Background: an optimization exercise with open tools, aiming at small area. Do not read the settings as production practice. Only simulation tests tie the RTL to the original design; equivalence was not proved. Power and IR drop assume default switching activity.

## I2C_Sistema
module I2C_Sistema(input         Clk, Reset,
                   input         START_STB, RNW,
                   input  [6:0]  I2C_ADDR_Gen,
                   input  [15:0] WR_DATA_Gen,
                   input  [6:0]  I2C_ADDR_Rec,
                   input  [15:0] RD_DATA_Rec,
                   output reg [15:0] RD_DATA_Gen,
                   output reg [15:0] WR_DATA_Rec,
                   output        SCL,
                   output reg    SDA_OUT, SDA_OE, SDA_IN);
    localparam [2:0] G_IDLE = 3'd0, G_INI = 3'd1, G_ANL = 3'd2, G_LEC = 3'd3,
                     G_ANE  = 3'd4, G_ESC = 3'd5, G_PAR = 3'd6;
    localparam [2:0] R_IDLE = 3'd0, R_INI = 3'd1, R_ANL = 3'd2, R_LEC = 3'd3,
                     R_ANE  = 3'd4, R_ESC = 3'd5, R_PAR = 3'd6;
    reg [2:0] gst, rst;
    reg [1:0] c;           
    reg [4:0] gb, rb;      
    assign SCL = c[1];
    wire pos = c[1] & ~c[0];     
    wire neg = ~c[1] & ~c[0];    
    wire [7:0] addr_v = {I2C_ADDR_Gen, RNW};
    always @(posedge Clk, negedge Reset)
        if (~Reset) begin
            gst <= G_IDLE; c <= 2'b11; SDA_OUT <= 1'b1; SDA_OE <= 1'b1;
            gb <= 5'd0; RD_DATA_Gen <= 16'd0;
        end else begin
            c <= (gst == G_IDLE) ? 2'b11 : c + 2'd1;
            case (gst)
                G_IDLE: if (START_STB) begin SDA_OUT <= 1'b0; gst <= G_INI; end
                G_INI: if (neg) begin
                    if (gb[3]) begin
                        SDA_OE <= 1'b0; SDA_OUT <= 1'b1; gb <= 5'd0;
                        gst <= RNW ? G_ANL : G_ANE;
                    end else begin
                        gb <= gb + 5'd1;
                        SDA_OUT <= addr_v[~gb[2:0]];
                    end
                end
                G_ANL: begin
                    if (pos) begin
                        if (SDA_OE) gst <= gb[3] ? G_LEC : G_PAR;
                        else if (~gb[3] & ~gb[4]) gst <= SDA_IN ? G_PAR : G_LEC;
                    end
                    if (neg) begin
  ...
Size in the first run: about 300 cells after synthesis, roughly 86 I/O pins.
Settings: LEC_CHECK=0, CAP_MARGIN=20, CORE_MARGIN=2, CORE_UTILIZATION=40, CTS_BUF_LIST=sky130_fd_sc_hd__clkbuf_8, CTS_CLUSTER_DIAMETER=100, CTS_CLUSTER_SIZE=30, SLEW_MARGIN=20; clock period 5.0 ns.
standard.sh (not shown) runs the stock make flow with config.mk's settings and CLKGATE_MAP_FILE= SYNTH_SCRIPT=/design/flow/synth_recipe.tcl, a recipe that flattens the netlist after the stock synthesis.
==> flow/flow/run.sh <==
#!/bin/bash
set -euo pipefail
export BUFFER_PORTS_ARGS="-buffer_cell sky130_fd_sc_hd__buf_1"
bash standard.sh > standard_flow.log 2>&1
The first run ran to the end with no violations.
==> next run, changes <==
==> flow/flow/run.sh (replaced) <==
#!/bin/bash
# The standard layout, with three changes to how the layout is made:
#  - synthesis maps the combinational logic with an area-oriented ABC script
#    (flow/area.abc); registers are mapped as in the standard flow's own synthesis;
#  - the port buffers are the smallest buffer cell;
#  - CTS uses no dummy load cells.
set -euo pipefail
W=$PWD
export AREA_ABC_SCRIPT=$W/flow/area.abc
export FLOW_SYNTH_TCL=$W/synth_recipe.tcl
export BUFFER_PORTS_ARGS="-buffer_cell sky130_fd_sc_hd__buf_1"
export CTS_ARGS="-sink_clustering_enable -repair_clock_nets -dont_use_dummy_load"
sed -e "s#SYNTH_SCRIPT=[^ ]*#SYNTH_SCRIPT=$W/flow/synth_area.tcl ADDER_MAP_FILE=#" standard.sh > area_standard.sh
bash area_standard.sh > standard_flow.log 2>&1
==> flow/flow/area.abc (new file) <==
strash
&get -n
&deepsyn -T 30
&put
dch
amap
topo
==> flow/flow/synth_area.tcl (new file) <==
# The standard flow's synthesis (synth_recipe.tcl) with an area-oriented ABC script for the
# combinational logic; the registers are mapped exactly as synth_recipe.tcl maps them.
proc abc {args} {
  set i [lsearch -exact $args -script]
  if { $i >= 0 } {
    set args [lreplace $args $i [expr {$i + 1}] -script $::env(AREA_ABC_SCRIPT)]
  }
  yosys abc {*}$args
}
source $::env(FLOW_SYNTH_TCL)
- CTS_BUF_LIST: sky130_fd_sc_hd__clkbuf_8 -> default
- CTS_CLUSTER_DIAMETER: 100 -> default
- CTS_CLUSTER_SIZE: 30 -> default
Global-route usage climbs by 2.6 points.
Final cell count climbs by a few percent.
Hold slack gets worse by 0.0072 ns.
Routed wire length climbs slightly.
Clock-buffer cell count does not change.
First-iteration DRC count climbs by well over a third.
==> next run, changes <==
==> flow/flow/run.sh (replaced) <==
#!/bin/bash
set -euo pipefail
export BUFFER_PORTS_ARGS="-buffer_cell sky130_fd_sc_hd__buf_1"
export CTS_ARGS="-sink_clustering_enable -repair_clock_nets -dont_use_dummy_load -buf_list sky130_fd_sc_hd__clkbuf_16 -root_buf sky130_fd_sc_hd__clkbuf_16 -sink_clustering_size 60 -sink_clustering_max_diameter 300 -sink_clustering_levels 1"
bash standard.sh > standard_flow.log 2>&1
removed: flow/flow/area.abc
removed: flow/flow/synth_area.tcl
Effect:
- total power climbs by 9.5%
- first-iteration DRC count drops by about 40%
- cell area climbs by about 17%
- worst setup slack gains 0.16 ns
- maximum frequency climbs by about 6.4%
- synthesized area climbs by about 20%
- sequential share of layout area drops by 6.0 points
- synthesized cell count drops by about 6%
- critical path depth drops by 2
- via count drops by 5.7%
- final cell count drops by 2.7%
==> next run, changes <==
==> flow/run.sh (new file) <==
#!/bin/bash
# synth_recipe.tcl (not shown) runs the flow's synth.tcl, then flattens the netlist and writes it again
# the make line also repeats each setting of config.mk as NAME=value (left out here)
make -C /OpenROAD-flow-scripts/flow DESIGN_CONFIG=/design/flow/config.mk WORK_HOME=/design/flow/orfs CLKGATE_MAP_FILE= SYNTH_SCRIPT=/design/flow/synth_recipe.tcl finish
removed: flow/flow/run.sh
removed: flow/standard.sh
After rerunning: The new run went through all stages and came out clean; worst hold slack gains 0.019 ns; area after synthesis is unchanged; combinational power rose by about 7%; setup slack loses 0.0079 ns; power fell by about 1%; wire length rose by 0.72%; final area rose by about 13%.

afterwards: timing with drivers on the ports:
In the flow no input, the clock included, has a driving cell. The finished layouts below were timed again as built, in two steps. Step 1 sets driving cells, clkbuf_16 on the clock port and buf_2 on the other inputs (assumed; they add their load-dependent delay and slew). Step 2 adds t to the input delays and takes it off the output delays; t is the mean of the earliest and latest rising clock arrival at the registers after step 1. Input paths then give back, and output paths get back, about the clock's delay inside the block. Slacks: ideal / step 1 / step 2; pairs: ideal / step 1.
| run | t (ns) | slack for setup (ns) | worst slew at a driven data input, ns | cell pins on the clock port's net |
|---|---|---|---|---|
| the first run | 0.330 | 2.452 / 2.452 / 2.452 | 0.03 | 1 |
| the second run | 0.322 | 2.292 / 2.292 / 2.292 | 0.04 | 1 |
| the third run | 0.315 | 2.456 / 2.456 / 2.456 | 0.03 | 1 |
| the fourth run | 0.330 | 2.448 / 2.416 / 2.246 | 0.04 | 1 |
After both steps every run listed still meets setup and hold. The setup slack of the fourth run, which loses most, moves by -0.032 ns with the drivers and by -0.202 ns with both steps.
